What follows belongs to an exercise in optimizing a design on an open flow for small area; a production flow would make more cautious choices. Where RTL was checked, it was by simulation tests only, not by an equivalence proof against the original. The clock input has no modelled driver; a real chip could not lean on it and would need a root buffer or a full tree. Power figures rest on the tool's default switching activity, not on a simulated workload.

==> v9 <==
// uart
module uart(clock,reset,tx);
input clock,reset;
output tx;
reg [31:0] delay;
reg active;
always @ (negedge reset, posedge clock) begin
	if (!reset) begin
		delay <= 0;
		active <= 0;
	end else begin
		if (delay == 24000000) begin
			delay <= 0;
			active <= !active;
		end else begin
			delay <= delay + 1;
		end
	end
end
reg [6:0] index;
reg [1:0] status;
reg [31:0] baudrate;
reg [31:0] cursor;
reg out;
wire [7:0] message [0:12];
assign message[0] = 104;
assign message[1] = 101;
assign message[2] = 108;
assign message[3] = 108;
assign message[4] = 111;
assign message[5] = 32;
assign message[6] = 119;
assign message[7] = 111;
assign message[8] = 114;
assign message[9] = 108;
assign message[10] = 100;
assign message[11] = 33;
assign message[12] = 10;
always @ (negedge reset, posedge clock) begin
	if (!reset) begin
		baudrate <= 0;
		index <= 0;
		cursor <= 0;
		status <= 2'b01;
		out <= 1;
	end else if (active) begin
		baudrate <= 0;
		index <= 0;
		cursor <= 0;
		status <= 2'b01;
	end else begin
		if (baudrate == 5000) begin
			baudrate <= 0;
			case (status)
				2'b01: begin out <= 0; status <= 2'b11; end
				2'b10: begin
					out <= 1;
					if (cursor == 0) begin
						status <= 2'b00;
					end else begin
						status <= 2'b01;
					end
				end
				2'b11: begin
					out <= message[cursor[3:0]][index[2:0]];
					if (index == 7) begin
						index <= 0;
						status <= 2'b10;
						if (cursor == 12) begin
							cursor <= 0;
						end else begin
							cursor <= cursor + 1;
						end
					end else begin
						status <= 2'b11;
						index <= index + 1;
					end
				end
				default: begin out <= 1; status <= 2'b00; end
			endcase
		end else begin
			baudrate <= baudrate + 1;
		end
	end
end
assign tx = out;
endmodule
==> module uart, before the edit <==
module uart(clock,reset,tx);
input clock,reset;
output tx;
reg [31:0] delay;
reg active;
always @ (negedge reset, posedge clock) begin
	if (!reset) begin
		delay <= 0;
		active <= 0;
	end else begin
		if (delay == 24000000) begin
			delay <= 0;
			active <= !active;
		end else begin
			delay <= delay + 1;
		end
	end
end
reg [6:0] index;
reg [1:0] status;
reg [31:0] baudrate;
reg [31:0] cursor;
reg out;
wire [7:0] message [0:12];
assign message[0] = 104;
assign message[1] = 101;
assign message[2] = 108;
assign message[3] = 108;
assign message[4] = 111;
assign message[5] = 32;
assign message[6] = 119;
assign message[7] = 111;
assign message[8] = 114;
assign message[9] = 108;
assign message[10] = 100;
assign message[11] = 33;
assign message[12] = 10;
always @ (negedge reset, posedge clock) begin
	if (!reset) begin
		baudrate <= 0;
		index <= 0;
		cursor <= 0;
		status <= 2'b01;
		out <= 1;
	end else if (active) begin
		baudrate <= 0;
		index <= 0;
		cursor <= 0;
		status <= 2'b01;
	end else begin
		if (baudrate == 5000) begin
			baudrate <= 0;
			case (status)
				2'b01: begin out <= 0; status <= 2'b11; end
				2'b10: begin
					out <= 1;
					if (cursor == 0) begin
						status <= 2'b00;
					end else begin
						status <= 2'b01;
					end
				end
				2'b11: begin
					out <= message[cursor[3:0]][index[2:0]];
					if (index == 7) begin
						index <= 0;
						status <= 2'b10;
						if (cursor == 12) begin
							cursor <= 0;
						end else begin
							cursor <= cursor + 1;
						end
					end else begin
						status <= 2'b11;
						index <= index + 1;
					end
				end
				default: begin out <= 1; status <= 2'b00; end
			endcase
		end else begin
			baudrate <= baudrate + 1;
		end
	end
end
assign tx = out;
endmodule
clock: 10.0 ns
lec_check: 0
cap_margin: 20
core_margin: 2
core_utilization: 40
slew_margin: 20
run.sh (not shown) runs the stock make flow with config.mk's settings and CLKGATE_MAP_FILE= SYNTH_SCRIPT=/design/flow/synth_recipe.tcl, a recipe that flattens the netlist after the stock synthesis.
==> v22: changes against v9 <==
==> flow/design.v (replaced) <==
module uart(clock, reset, tx);
input clock, reset;
output tx;
localparam [15:0] TAPS = 16'b1000100000000101;
localparam [15:0] Z    = 16'b1100111111100001;
localparam [15:0] X1   = 16'b0110011111110000;
localparam [15:0] X3   = 16'b1111000011000001;
localparam [15:0] PB   = 16'b1010101010101010;
localparam [3:0] PR = 4'b0000;
localparam [5:0] PJ = 6'b000000;
localparam [255:0] ROM = 256'b1111111111111111111111111111111110000101001111111001000010111111101100100011111110110110001111111011100100111111101101111011111110111011101111111001000000111111101101111011111110110110001111111011011000111111101100101011111110110100001111111111111111111111;
reg [15:0] bq;
reg [3:0] rq;
reg [5:0] jq;
wire [15:0] b = bq ^ PB;    
wire [3:0] r = rq ^ PR;        
wire [5:0] j = jq ^ PJ;   
wire tick = (b == X1);
wire jhi  = (|j[5:4]) | (j[3] & j[2] & j[1]);           
wire pend = (j[0] & j[1] & j[3] & j[4] & j[5]) & (r[0] & r[3]) & (b == X3);
wire fb   = (^(b & TAPS)) ^ (tick & !jhi);
wire [4:0] r1 = {1'b0, r} + 5'd1;
always @(posedge clock) begin
  if (!reset || pend) bq <= Z ^ PB;
  else bq <= {b[14:0], fb} ^ PB;
  if (!reset || pend) begin
    rq <= 4'd15 ^ PR;
    jq <= PJ;
  end else if (tick) begin
    rq <= (r1[4] ? {1'b0, !jhi, !jhi, 1'b0} : r1[3:0]) ^ PR;
    if (r1[4]) jq <= (j + 6'd1) ^ PJ;
  end
end
assign tx = !reset | jhi | ROM[{j[3:0], r}];
endmodule
==> flow/flow/run.sh (new file) <==
#!/bin/bash
# Own flow: the standard layout (standard.sh) with three changes:
# - synthesis maps for area: flow/my_synth.tcl wraps synth_recipe.tcl and swaps ABC's script
#   for flow/area.abc; ADDER_MAP_FILE is empty so adders go through ABC, not ha/fa cells;
# - CTS inserts no dummy loads, and flow/post_cts.tcl collapses the small tree to one buffer;
# - port buffers are buf_1.
# make's full output is in flow_make.log, each ORFS step's log under orfs/logs/.
set -euo pipefail
W=$(pwd)
export FLOW_SYNTH_TCL="$W/synth_recipe.tcl"
export MY_ABC_SCRIPT="$W/flow/area.abc"
export CTS_ARGS="-sink_clustering_enable -repair_clock_nets -dont_use_dummy_load -buf_list sky130_fd_sc_hd__clkbuf_8"
export POST_CTS_TCL="$W/flow/post_cts.tcl"
export ROOT_CLKBUF=sky130_fd_sc_hd__clkbuf_16
export BUFFER_PORTS_ARGS="-buffer_cell sky130_fd_sc_hd__buf_1"
sed -e "s#SYNTH_SCRIPT=[^ ]*#SYNTH_SCRIPT=$W/flow/my_synth.tcl ADDER_MAP_FILE= #" standard.sh > my_standard.sh
bash my_standard.sh > "$W/flow_make.log" 2>&1
==> flow/flow/area.abc (new file) <==
strash
&get -n
&deepsyn -T 30
&put
dch
map -a
topo
==> flow/flow/my_synth.tcl (new file) <==
# The standard flow's synthesis script (synth_recipe.tcl), with ABC's technology mapping run from an
# area-oriented script (flow/area.abc) instead of ORFS's speed script. Everything else,
# including flip-flop mapping, flattening and renaming, is synth_recipe.tcl unchanged.
proc abc {args} {
  set i [lsearch -exact $args -script]
  if {$i >= 0} { lset args [expr {$i + 1}] $::env(MY_ABC_SCRIPT) }
  set j [lsearch -exact $args -D]
  if {$j >= 0} { set args [lreplace $args $j [expr {$j + 1}]] }
  yosys abc {*}$args
}
source $::env(FLOW_SYNTH_TCL)
==> flow/flow/post_cts.tcl (new file) <==
# Hook run by ORFS's cts.tcl after clock tree synthesis (POST_CTS_TCL).
# For this small design CTS builds a root buffer feeding two leaf buffers. Collapse that into
# one buffer: the clock port drives only the root buffer, every clock sink moves onto the root
# buffer's output, the leaf buffers are deleted, and the root is sized to ROOT_CLKBUF.
set block [ord::get_db_block]
set clknet [[$block findBTerm clock] getNet]
set roots {}
foreach it [$clknet getITerms] { lappend roots [$it getInst] }
if {[llength $roots] == 1} {
  set root [lindex $roots 0]
  set rootnet [[$root findITerm X] getNet]
  foreach it [$rootnet getITerms] {
    set inst [$it getInst]
    if {$inst == $root} continue
    if {![string match sky130_fd_sc_hd__clkbuf_* [[$inst getMaster] getName]]} continue
    set onet [[$inst findITerm X] getNet]
    if {$onet != "NULL"} {
      foreach sink [$onet getITerms] {
        if {[$sink getInst] != $inst} { $sink disconnect; $sink connect $rootnet }
      }
    }
    $it disconnect
    odb::dbInst_destroy $inst
    if {$onet != "NULL"} { odb::dbNet_destroy $onet }
  }
  if {[info exists ::env(ROOT_CLKBUF)]} { replace_cell [$root getName] $::env(ROOT_CLKBUF) }
  detailed_placement
  estimate_parasitics -placement
  report_clock_skew
}
==> flow/standard.sh (new file) <==
#!/bin/bash
# synth_recipe.tcl (not shown) runs the flow's synth.tcl, then flattens the netlist and writes it again
# the make line also repeats each setting of config.mk as NAME=value (left out here)
make -C /OpenROAD-flow-scripts/flow DESIGN_CONFIG=/design/flow/config.mk WORK_HOME=/design/flow/orfs CLKGATE_MAP_FILE= SYNTH_SCRIPT=/design/flow/synth_recipe.tcl "${@:-finish}"
CORE_AREA = 3 3 61 61   (was unset)
CORE_MARGIN = unset   (was 2)
CORE_UTILIZATION = unset   (was 40)
DIE_AREA = 0 0 64 64   (was unset)
removed: flow/run.sh
==> summary.txt <==
* DR vias/cell at between 5 and 6
* Status: complete, no violations
* Clock network area share at 2.22%
* Crit path cell chain: buf_1 -> clkinv_1 -> nor3_1 -> nand4_1 -> buf_1
* Syn Area/Cell at 7.71 µm²
* DR WL/cell at around 12 µm
* Setup CP Type: in2out
* Top class by area: registers
* Largest net degree at the start of global routing at 27
* Worst path depth at 5
That was v22.
==> summary.txt <==
* Status: complete, no violations
* Met1 Use GR at 23.7%
* Clock network area share at under 10%
* RSZ-0062 raised after global routing: false
* Htree depth at 3
* Crit path cell chain: clkdlybuf4s50_1
* DR WL/cell at between 15 and 20 µm
* Combinational Power Share at 1.1%
* Setup CP Type: reg2out
* CP arrival at 1.42 ns
* DR vias/cell at 5.89
* Worst path depth at 1
* Worst Tran Pin Value at 0.744 ns
* Syn Area/Cell at 9.15 µm²
* Largest net degree at the start of global routing at 83
That was v9.
No functional check of the RTL was part of v22.

[re-timing with driven ports]
In the flow no input, the clock included, has a driving cell. The finished layouts below were timed again as built, in two steps. Step 1 (the two cells are an assumption about what drives the block):
set clk [get_ports {clock}]
set_driving_cell -lib_cell sky130_fd_sc_hd__clkbuf_16 $clk
set_driving_cell -lib_cell sky130_fd_sc_hd__buf_2 [delete_from_list [all_inputs] $clk]
Step 2 times the ports against the registers' clock, not the clock port: input delays grow and output delays shrink by t, the midpoint of the rising clock arrivals with the driver on. Three values: ideal ports, drivers, drivers and shift; two values: the first two.
run | t (ns) | setup slack, ns | latest minus earliest clock arrival (ns) | worst data-port slew with drivers (ns)
v9 | 0.400 | 6.580 / 6.538 / 6.939 | 0.013 / 0.013 | 0.04
v22 | 0.187 | 5.204 / 5.181 / 5.181 | 0.008 / 0.008 | 0.03
After both steps every run listed still meets setup and hold. The setup slack of v22, which loses most, moves by -0.023 ns with the drivers and by -0.023 ns with both steps.
